What follows belongs to an exercise in optimizing a design on an open flow for small area, a short achievable clock period and few clock cycles; a production flow would make more cautious choices.
Where RTL was checked, it was by simulation tests only, not by an equivalence proof against the original.

==> run C <==
// PSE
module PSE (clk, reset, Xin, Yin, point_num, valid, Xout, Yout);
==> flow/config.mk <==
export PLATFORM = sky130hd
export DESIGN_NAME = PSE
export DESIGN_NICKNAME = PSE
export VERILOG_FILES = /design/flow/design.v
export SDC_FILE = /design/flow/constraint.sdc
export NUM_CORES = 4
export LEC_CHECK = 0
export ABC_AREA = 1
export CAP_MARGIN = 60
export CORE_MARGIN = 2
export CORE_UTILIZATION = 60
export SLEW_MARGIN = 60
==> flow/constraint.sdc <==
create_clock -name core_clock -period 35.0 [get_ports {clk}]
set_input_delay 7.0000 -clock core_clock [delete_from_list [all_inputs] [get_ports {clk}]]
set_output_delay 7.0000 -clock core_clock [all_outputs]
set_load 0.01 [all_outputs]
run.sh (not shown) runs the stock make flow with config.mk's settings and CLKGATE_MAP_FILE= SYNTH_SCRIPT=/design/flow/synth_recipe.tcl, a recipe that flattens the netlist after the stock synthesis.
==> run R (differences from run C) <==
--- a/flow/design.v
+++ b/flow/design.v
@@ -327,18 +327,18 @@
 wire bp176;
 wire bp177;
 wire bp178;
 wire bp179;
 wire bp180;
-wire s181;
-wire c182;
+wire k181;
+wire k182;
 wire k183;
 wire k184;
 wire k185;
 wire k186;
-wire k187;
-wire k188;
+wire s187;
+wire c188;
 wire s189;
 wire c190;
 wire s191;
 wire c192;
 wire s193;
@@ -787,42 +787,42 @@
 assign bp176 = ((bo166 & bx[7]) | (bt167 & bx[6])) ^ bn168;
 assign bp177 = ((bo166 & bx[8]) | (bt167 & bx[7])) ^ bn168;
 assign bp178 = ((bo166 & bx[9]) | (bt167 & bx[8])) ^ bn168;
 assign bp179 = ((bo166 & bx[10]) | (bt167 & bx[9])) ^ bn168;
 assign bp180 = ~(((bo166 & bx[10]) | (bt167 & bx[10])) ^ bn168);
-assign s181 = an78 ^ bn168;
-assign c182 = an78 & bn168;
-assign k183 = ~bp171;
-assign k184 = ~bp171;
-assign k185 = ~bp174;
-assign k186 = ~bp176;
-assign k187 = ~bp178;
-assign k188 = ~bp180;
+assign k181 = ~bp171;
+assign k182 = ~bp171;
+assign k183 = ~bp174;
+assign k184 = ~bp176;
+assign k185 = ~bp178;
+assign k186 = ~bp180;
+assign s187 = ap14 ^ ap27;
+assign c188 = ap14 & ap27;
 assign s189 = ap10 ^ ap23;
 assign c190 = ap10 & ap23;
 assign s191 = ap12 ^ ap25 ^ ap38;
 assign c192 = (ap12 & ap25) | (ap12 & ap38) | (ap25 & ap38);
 assign s193 = ap51 ^ ap64;
 assign c194 = ap51 & ap64;
 assign s195 = ap13 ^ ap26 ^ ap39;
 assign c196 = (ap13 & ap26) | (ap13 & ap39) | (ap26 & ap39);
 assign s197 = ap52 ^ ap65;
 assign c198 = ap52 & ap65;
-assign s199 = ap14 ^ ap27 ^ ap40;
-assign c200 = (ap14 & ap27) | (ap14 & ap40) | (ap27 & ap40);
-assign s201 = ap53 ^ ap66 ^ ap79;
-assign c202 = (ap53 & ap66) | (ap53 & ap79) | (ap66 & ap79);
+assign s199 = s187 ^ ap40 ^ ap53;
+assign c200 = (s187 & ap40) | (s187 & ap53) | (ap40 & ap53);
+assign s201 = ap66 ^ ap79 ^ an78;
+assign c202 = (ap66 & ap79) | (ap66 & an78) | (ap79 & an78);
 assign s203 = bp104 ^ bp117 ^ bp130;
 assign c204 = (bp104 & bp117) | (bp104 & bp130) | (bp117 & bp130);
-assign s205 = ap15 ^ ap28 ^ ap41;
-assign c206 = (ap15 & ap28) | (ap15 & ap41) | (ap28 & ap41);
-assign s207 = ap54 ^ ap67 ^ ap80;
-assign c208 = (ap54 & ap67) | (ap54 & ap80) | (ap67 & ap80);
-assign s209 = bp105 ^ bp118 ^ bp131;
-assign c210 = (bp105 & bp118) | (bp105 & bp131) | (bp118 & bp131);
-assign s211 = bp144 ^ bp157;
-assign c212 = bp144 & bp157;
+assign s205 = c188 ^ ap15 ^ ap28;
+assign c206 = (c188 & ap15) | (c188 & ap28) | (ap15 & ap28);
+assign s207 = ap41 ^ ap54 ^ ap67;
+assign c208 = (ap41 & ap54) | (ap41 & ap67) | (ap54 & ap67);
+assign s209 = ap80 ^ bp105 ^ bp118;
+assign c210 = (ap80 & bp105) | (ap80 & bp118) | (bp105 & bp118);
+assign s211 = bp131 ^ bp144;
+assign c212 = bp131 & bp144;
 assign s213 = ap29 ^ ap42 ^ ap55;
 assign c214 = (ap29 & ap42) | (ap29 & ap55) | (ap42 & ap55);
 assign s215 = ap68 ^ ap81 ^ bp119;
 assign c216 = (ap68 & ap81) | (ap68 & bp119) | (ap81 & bp119);
 assign s217 = bp132 ^ bp145;
@@ -867,42 +867,42 @@
 assign c256 = (bp129 & bp142) | (bp129 & bp155) | (bp142 & bp155);
 assign s257 = c196 ^ c198 ^ s199;
 assign c258 = (c196 & c198) | (c196 & s199) | (c198 & s199);
 assign s259 = s201 ^ s203 ^ bp143;
 assign c260 = (s201 & s203) | (s201 & bp143) | (s203 & bp143);
-assign s261 = bp156 ^ bp169 ^ s181;
-assign c262 = (bp156 & bp169) | (bp156 & s181) | (bp169 & s181);
+assign s261 = bp156 ^ bp169 ^ bn168;
+assign c262 = (bp156 & bp169) | (bp156 & bn168) | (bp169 & bn168);
 assign s263 = c200 ^ c202 ^ c204;
 assign c264 = (c200 & c202) | (c200 & c204) | (c202 & c204);
 assign s265 = s205 ^ s207 ^ s209;
 assign c266 = (s205 & s207) | (s205 & s209) | (s207 & s209);
-assign s267 = s211 ^ bp170 ^ c182;
-assign c268 = (s211 & bp170) | (s211 & c182) | (bp170 & c182);
+assign s267 = s211 ^ bp157 ^ bp170;
+assign c268 = (s211 & bp157) | (s211 & bp170) | (bp157 & bp170);
 assign s269 = c206 ^ c208 ^ c210;
 assign c270 = (c206 & c208) | (c206 & c210) | (c208 & c210);
 assign s271 = c212 ^ s213 ^ s215;
 assign c272 = (c212 & s213) | (c212 & s215) | (s213 & s215);
-assign s273 = s217 ^ bp158 ^ k183;
-assign c274 = (s217 & bp158) | (s217 & k183) | (bp158 & k183);
+assign s273 = s217 ^ bp158 ^ k181;
+assign c274 = (s217 & bp158) | (s217 & k181) | (bp158 & k181);
 assign s275 = c214 ^ c216 ^ c218;
 assign c276 = (c214 & c216) | (c214 & c218) | (c216 & c218);
 assign s277 = s219 ^ s221 ^ s223;
 assign c278 = (s219 & s221) | (s219 & s223) | (s221 & s223);
-assign s279 = bp159 ^ bp172 ^ k184;
-assign c280 = (bp159 & bp172) | (bp159 & k184) | (bp172 & k184);
+assign s279 = bp159 ^ bp172 ^ k182;
+assign c280 = (bp159 & bp172) | (bp159 & k182) | (bp172 & k182);
 assign s281 = c220 ^ c222 ^ c224;
 assign c282 = (c220 & c222) | (c220 & c224) | (c222 & c224);
 assign s283 = s225 ^ s227 ^ bp147;
 assign c284 = (s225 & s227) | (s225 & bp147) | (s227 & bp147);
 assign s285 = bp160 ^ bp173 ^ bp171;
 assign c286 = (bp160 & bp173) | (bp160 & bp171) | (bp173 & bp171);
 assign s287 = c226 ^ c228 ^ s229;
 assign c288 = (c226 & c228) | (c226 & s229) | (c228 & s229);
 assign s289 = ap71 ^ ap84 ^ bp135;
 assign c290 = (ap71 & ap84) | (ap71 & bp135) | (ap84 & bp135);
-assign s291 = bp148 ^ bp161 ^ k185;
-assign c292 = (bp148 & bp161) | (bp148 & k185) | (bp161 & k185);
+assign s291 = bp148 ^ bp161 ^ k183;
+assign c292 = (bp148 & bp161) | (bp148 & k183) | (bp161 & k183);
 assign s293 = c230 ^ ap59 ^ ap72;
 assign c294 = (c230 & ap59) | (c230 & ap72) | (ap59 & ap72);
 assign s295 = ap85 ^ bp149 ^ bp162;
 assign c296 = (ap85 & bp149) | (ap85 & bp162) | (bp149 & bp162);
 assign s297 = bp175 ^ bp174;
@@ -969,20 +969,20 @@
 assign c358 = (c288 & c290) | (c288 & c292) | (c290 & c292);
 assign s359 = s293 ^ s295 ^ s297;
 assign c360 = (s293 & s295) | (s293 & s297) | (s295 & s297);
 assign s361 = c294 ^ c296 ^ c298;
 assign c362 = (c294 & c296) | (c294 & c298) | (c296 & c298);
-assign s363 = s299 ^ s301 ^ k186;
-assign c364 = (s299 & s301) | (s299 & k186) | (s301 & k186);
+assign s363 = s299 ^ s301 ^ k184;
+assign c364 = (s299 & s301) | (s299 & k184) | (s301 & k184);
 assign s365 = c300 ^ c302 ^ s303;
 assign c366 = (c300 & c302) | (c300 & s303) | (c302 & s303);
 assign s367 = bp164 ^ bp177 ^ bp176;
 assign c368 = (bp164 & bp177) | (bp164 & bp176) | (bp177 & bp176);
 assign s369 = c304 ^ ap75 ^ ap88;
 assign c370 = (c304 & ap75) | (c304 & ap88) | (ap75 & ap88);
-assign s371 = bp165 ^ k187;
-assign c372 = bp165 & k187;
+assign s371 = bp165 ^ k185;
+assign c372 = bp165 & k185;
 assign s373 = ap89 ^ bp179;
 assign c374 = ap89 & bp179;
 assign s375 = ap4 ^ an3;
 assign c376 = ap4 & an3;
 assign s377 = s305 ^ bp96;
@@ -1065,12 +1065,12 @@
 assign c454 = (c408 & s409) | (c408 & s367) | (s409 & s367);
 assign s455 = c410 ^ s411 ^ s371;
 assign c456 = (c410 & s411) | (c410 & s371) | (s411 & s371);
 assign s457 = c412 ^ s413 ^ bp178;
 assign c458 = (c412 & s413) | (c412 & bp178) | (s413 & bp178);
-assign s459 = c414 ^ s415 ^ k188;
-assign c460 = (c414 & s415) | (c414 & k188) | (s415 & k188);
+assign s459 = c414 ^ s415 ^ k186;
+assign c460 = (c414 & s415) | (c414 & k186) | (s415 & k186);
 wire [21:0] r1 = {c458, c456, c454, c452, c450, c448, c446, c444, c442, c440, c438, c436, c434, c432, c430, c428, c426, c424, c422, c420, c418, s417};
 wire [21:0] r2 = {s459, s457, s455, s453, s451, s449, s447, s445, s443, s441, s439, s437, s435, s433, s431, s429, s427, s425, s423, s421, s419, bn93};
 wire [21:0] sum = r1 + r2;
 assign bef = sum[21];
 endmodule
==> flow/config.mk (replaced) <==
export PLATFORM = sky130hd
export DESIGN_NAME = PSE
export DESIGN_NICKNAME = PSE
export VERILOG_FILES = /design/flow/design.v
export SDC_FILE = /design/flow/constraint.sdc
export NUM_CORES = 4
export LEC_CHECK = 0
export ABC_AREA = 1
export CAP_MARGIN = 20
export CORE_MARGIN = 2
export CORE_UTILIZATION = 60
export SLEW_MARGIN = 60
==> run X (differences from run C) <==
--- a/flow/design.v
+++ b/flow/design.v
@@ -327,18 +327,18 @@
 wire bp176;
 wire bp177;
 wire bp178;
 wire bp179;
 wire bp180;
-wire s181;
-wire c182;
+wire k181;
+wire k182;
 wire k183;
 wire k184;
 wire k185;
 wire k186;
-wire k187;
-wire k188;
+wire s187;
+wire c188;
 wire s189;
 wire c190;
 wire s191;
 wire c192;
 wire s193;
@@ -787,42 +787,42 @@
 assign bp176 = ((bo166 & bx[7]) | (bt167 & bx[6])) ^ bn168;
 assign bp177 = ((bo166 & bx[8]) | (bt167 & bx[7])) ^ bn168;
 assign bp178 = ((bo166 & bx[9]) | (bt167 & bx[8])) ^ bn168;
 assign bp179 = ((bo166 & bx[10]) | (bt167 & bx[9])) ^ bn168;
 assign bp180 = ~(((bo166 & bx[10]) | (bt167 & bx[10])) ^ bn168);
-assign s181 = an78 ^ bn168;
-assign c182 = an78 & bn168;
-assign k183 = ~bp171;
-assign k184 = ~bp171;
-assign k185 = ~bp174;
-assign k186 = ~bp176;
-assign k187 = ~bp178;
-assign k188 = ~bp180;
+assign k181 = ~bp171;
+assign k182 = ~bp171;
+assign k183 = ~bp174;
+assign k184 = ~bp176;
+assign k185 = ~bp178;
+assign k186 = ~bp180;
+assign s187 = ap14 ^ ap27;
+assign c188 = ap14 & ap27;
 assign s189 = ap10 ^ ap23;
 assign c190 = ap10 & ap23;
 assign s191 = ap12 ^ ap25 ^ ap38;
 assign c192 = (ap12 & ap25) | (ap12 & ap38) | (ap25 & ap38);
 assign s193 = ap51 ^ ap64;
 assign c194 = ap51 & ap64;
 assign s195 = ap13 ^ ap26 ^ ap39;
 assign c196 = (ap13 & ap26) | (ap13 & ap39) | (ap26 & ap39);
 assign s197 = ap52 ^ ap65;
 assign c198 = ap52 & ap65;
-assign s199 = ap14 ^ ap27 ^ ap40;
-assign c200 = (ap14 & ap27) | (ap14 & ap40) | (ap27 & ap40);
-assign s201 = ap53 ^ ap66 ^ ap79;
-assign c202 = (ap53 & ap66) | (ap53 & ap79) | (ap66 & ap79);
+assign s199 = s187 ^ ap40 ^ ap53;
+assign c200 = (s187 & ap40) | (s187 & ap53) | (ap40 & ap53);
+assign s201 = ap66 ^ ap79 ^ an78;
+assign c202 = (ap66 & ap79) | (ap66 & an78) | (ap79 & an78);
 assign s203 = bp104 ^ bp117 ^ bp130;
 assign c204 = (bp104 & bp117) | (bp104 & bp130) | (bp117 & bp130);
-assign s205 = ap15 ^ ap28 ^ ap41;
-assign c206 = (ap15 & ap28) | (ap15 & ap41) | (ap28 & ap41);
-assign s207 = ap54 ^ ap67 ^ ap80;
-assign c208 = (ap54 & ap67) | (ap54 & ap80) | (ap67 & ap80);
-assign s209 = bp105 ^ bp118 ^ bp131;
-assign c210 = (bp105 & bp118) | (bp105 & bp131) | (bp118 & bp131);
-assign s211 = bp144 ^ bp157;
-assign c212 = bp144 & bp157;
+assign s205 = c188 ^ ap15 ^ ap28;
+assign c206 = (c188 & ap15) | (c188 & ap28) | (ap15 & ap28);
+assign s207 = ap41 ^ ap54 ^ ap67;
+assign c208 = (ap41 & ap54) | (ap41 & ap67) | (ap54 & ap67);
+assign s209 = ap80 ^ bp105 ^ bp118;
+assign c210 = (ap80 & bp105) | (ap80 & bp118) | (bp105 & bp118);
+assign s211 = bp131 ^ bp144;
+assign c212 = bp131 & bp144;
 assign s213 = ap29 ^ ap42 ^ ap55;
 assign c214 = (ap29 & ap42) | (ap29 & ap55) | (ap42 & ap55);
 assign s215 = ap68 ^ ap81 ^ bp119;
 assign c216 = (ap68 & ap81) | (ap68 & bp119) | (ap81 & bp119);
 assign s217 = bp132 ^ bp145;
@@ -867,42 +867,42 @@
 assign c256 = (bp129 & bp142) | (bp129 & bp155) | (bp142 & bp155);
 assign s257 = c196 ^ c198 ^ s199;
 assign c258 = (c196 & c198) | (c196 & s199) | (c198 & s199);
 assign s259 = s201 ^ s203 ^ bp143;
 assign c260 = (s201 & s203) | (s201 & bp143) | (s203 & bp143);
-assign s261 = bp156 ^ bp169 ^ s181;
-assign c262 = (bp156 & bp169) | (bp156 & s181) | (bp169 & s181);
+assign s261 = bp156 ^ bp169 ^ bn168;
+assign c262 = (bp156 & bp169) | (bp156 & bn168) | (bp169 & bn168);
 assign s263 = c200 ^ c202 ^ c204;
 assign c264 = (c200 & c202) | (c200 & c204) | (c202 & c204);
 assign s265 = s205 ^ s207 ^ s209;
 assign c266 = (s205 & s207) | (s205 & s209) | (s207 & s209);
-assign s267 = s211 ^ bp170 ^ c182;
-assign c268 = (s211 & bp170) | (s211 & c182) | (bp170 & c182);
+assign s267 = s211 ^ bp157 ^ bp170;
+assign c268 = (s211 & bp157) | (s211 & bp170) | (bp157 & bp170);
 assign s269 = c206 ^ c208 ^ c210;
 assign c270 = (c206 & c208) | (c206 & c210) | (c208 & c210);
 assign s271 = c212 ^ s213 ^ s215;
 assign c272 = (c212 & s213) | (c212 & s215) | (s213 & s215);
-assign s273 = s217 ^ bp158 ^ k183;
-assign c274 = (s217 & bp158) | (s217 & k183) | (bp158 & k183);
+assign s273 = s217 ^ bp158 ^ k181;
+assign c274 = (s217 & bp158) | (s217 & k181) | (bp158 & k181);
 assign s275 = c214 ^ c216 ^ c218;
 assign c276 = (c214 & c216) | (c214 & c218) | (c216 & c218);
 assign s277 = s219 ^ s221 ^ s223;
 assign c278 = (s219 & s221) | (s219 & s223) | (s221 & s223);
-assign s279 = bp159 ^ bp172 ^ k184;
-assign c280 = (bp159 & bp172) | (bp159 & k184) | (bp172 & k184);
+assign s279 = bp159 ^ bp172 ^ k182;
+assign c280 = (bp159 & bp172) | (bp159 & k182) | (bp172 & k182);
 assign s281 = c220 ^ c222 ^ c224;
 assign c282 = (c220 & c222) | (c220 & c224) | (c222 & c224);
 assign s283 = s225 ^ s227 ^ bp147;
 assign c284 = (s225 & s227) | (s225 & bp147) | (s227 & bp147);
 assign s285 = bp160 ^ bp173 ^ bp171;
 assign c286 = (bp160 & bp173) | (bp160 & bp171) | (bp173 & bp171);
 assign s287 = c226 ^ c228 ^ s229;
 assign c288 = (c226 & c228) | (c226 & s229) | (c228 & s229);
 assign s289 = ap71 ^ ap84 ^ bp135;
 assign c290 = (ap71 & ap84) | (ap71 & bp135) | (ap84 & bp135);
-assign s291 = bp148 ^ bp161 ^ k185;
-assign c292 = (bp148 & bp161) | (bp148 & k185) | (bp161 & k185);
+assign s291 = bp148 ^ bp161 ^ k183;
+assign c292 = (bp148 & bp161) | (bp148 & k183) | (bp161 & k183);
 assign s293 = c230 ^ ap59 ^ ap72;
 assign c294 = (c230 & ap59) | (c230 & ap72) | (ap59 & ap72);
 assign s295 = ap85 ^ bp149 ^ bp162;
 assign c296 = (ap85 & bp149) | (ap85 & bp162) | (bp149 & bp162);
 assign s297 = bp175 ^ bp174;
@@ -969,20 +969,20 @@
 assign c358 = (c288 & c290) | (c288 & c292) | (c290 & c292);
 assign s359 = s293 ^ s295 ^ s297;
 assign c360 = (s293 & s295) | (s293 & s297) | (s295 & s297);
 assign s361 = c294 ^ c296 ^ c298;
 assign c362 = (c294 & c296) | (c294 & c298) | (c296 & c298);
-assign s363 = s299 ^ s301 ^ k186;
-assign c364 = (s299 & s301) | (s299 & k186) | (s301 & k186);
+assign s363 = s299 ^ s301 ^ k184;
+assign c364 = (s299 & s301) | (s299 & k184) | (s301 & k184);
 assign s365 = c300 ^ c302 ^ s303;
 assign c366 = (c300 & c302) | (c300 & s303) | (c302 & s303);
 assign s367 = bp164 ^ bp177 ^ bp176;
 assign c368 = (bp164 & bp177) | (bp164 & bp176) | (bp177 & bp176);
 assign s369 = c304 ^ ap75 ^ ap88;
 assign c370 = (c304 & ap75) | (c304 & ap88) | (ap75 & ap88);
-assign s371 = bp165 ^ k187;
-assign c372 = bp165 & k187;
+assign s371 = bp165 ^ k185;
+assign c372 = bp165 & k185;
 assign s373 = ap89 ^ bp179;
 assign c374 = ap89 & bp179;
 assign s375 = ap4 ^ an3;
 assign c376 = ap4 & an3;
 assign s377 = s305 ^ bp96;
@@ -1065,12 +1065,12 @@
 assign c454 = (c408 & s409) | (c408 & s367) | (s409 & s367);
 assign s455 = c410 ^ s411 ^ s371;
 assign c456 = (c410 & s411) | (c410 & s371) | (s411 & s371);
 assign s457 = c412 ^ s413 ^ bp178;
 assign c458 = (c412 & s413) | (c412 & bp178) | (s413 & bp178);
-assign s459 = c414 ^ s415 ^ k188;
-assign c460 = (c414 & s415) | (c414 & k188) | (s415 & k188);
+assign s459 = c414 ^ s415 ^ k186;
+assign c460 = (c414 & s415) | (c414 & k186) | (s415 & k186);
 wire [21:0] r1 = {c458, c456, c454, c452, c450, c448, c446, c444, c442, c440, c438, c436, c434, c432, c430, c428, c426, c424, c422, c420, c418, s417};
 wire [21:0] r2 = {s459, s457, s455, s453, s451, s449, s447, s445, s443, s441, s439, s437, s435, s433, s431, s429, s427, s425, s423, s421, s419, bn93};
 wire [21:0] sum = r1 + r2;
 assign bef = sum[21];
 endmodule
==> flow/config.mk (replaced) <==
export PLATFORM = sky130hd
export DESIGN_NAME = PSE
export DESIGN_NICKNAME = PSE
export VERILOG_FILES = /design/flow/design.v
export SDC_FILE = /design/flow/constraint.sdc
export NUM_CORES = 4
export LEC_CHECK = 0
export ABC_AREA = 1
export CAP_MARGIN = 20
export CORE_MARGIN = 2
export CORE_UTILIZATION = 60
export SLEW_MARGIN = 40
==> results.txt <==
- Of run X and run C, run C has the higher design area (gap 1.7%, measured against run C).
- The lowest sequential share of layout area belongs to run C, the highest to run X.
- Count of clock-buffer cells in the layout is the same in run X and run R.
- Wire length, lowest first: run X, run R, run C.
- Critical path depth, highest first: run C, run X, run R.
==> figures <==
metric                                                    run C           run R           run X
Result of the run                                finished clean  finished clean  finished clean
Cell area after synthesis                            0.0168 mm2      0.0165 mm2      0.0165 mm2
Fin Hold WS                                            0.480 ns        0.487 ns        0.492 ns
Initial detailed-routing violation count                   1330            1339            1102
Met2 Wirelength                                        22500 um        22200 um        22100 um
Post-placement worst setup slack                       25.95 ns        26.20 ns        25.66 ns
Total routed wirelength                                47700 um        46700 um        46500 um
Worst r2r path cells                                         42              34              39
Transition time of the tightest slew-check pin         0.654 ns        0.617 ns        0.811 ns
Number of multi-input logic gates                          1495            1411            1411
M1 GR Usage                                               43.1%           42.3%           42.1%
Area fraction in compound gates after synthesis           12.8%           14.5%           14.5%
Worst-case headroom to the max-slew limit                 55.9%           58.4%           45.8%
Vertical die dimension                                   171 um          170 um          170 um
Testbench counts of run R, summed over its fixed seeds: cycles 31,902.
Testbench counts of run X, summed over its fixed seeds: cycles 31,902.
No functional check of the RTL was part of run C.

-- separate check: timing with driven ports --
No port has a modelled driver above. Below, the same layouts with a new extraction and two added sets of constraints. Step 1 sets driving cells, clkbuf_16 on the clock port and buf_2 on the other inputs (assumed; they add their load-dependent delay and slew). Step 2, shift: input delay + t, output delay - t, t = (earliest + latest rising clock arrival at the registers) / 2. This alone moves slack from input paths to output paths. Slacks: ideal / step 1 / step 2; pairs: ideal / step 1.
| run | t, ns | setup WS [ns] | slew at the worst register clock pin (ns) |
|---|---|---|---|
| run C | 0.470 | 25.742 / 25.742 / 25.742 | 0.08 / 0.08 |
| run R | 0.473 | 26.148 / 26.148 / 26.148 | 0.08 / 0.08 |
| run X | 0.467 | 25.499 / 25.499 / 25.499 | 0.08 / 0.08 |
After both steps setup and hold are still met in every run listed.
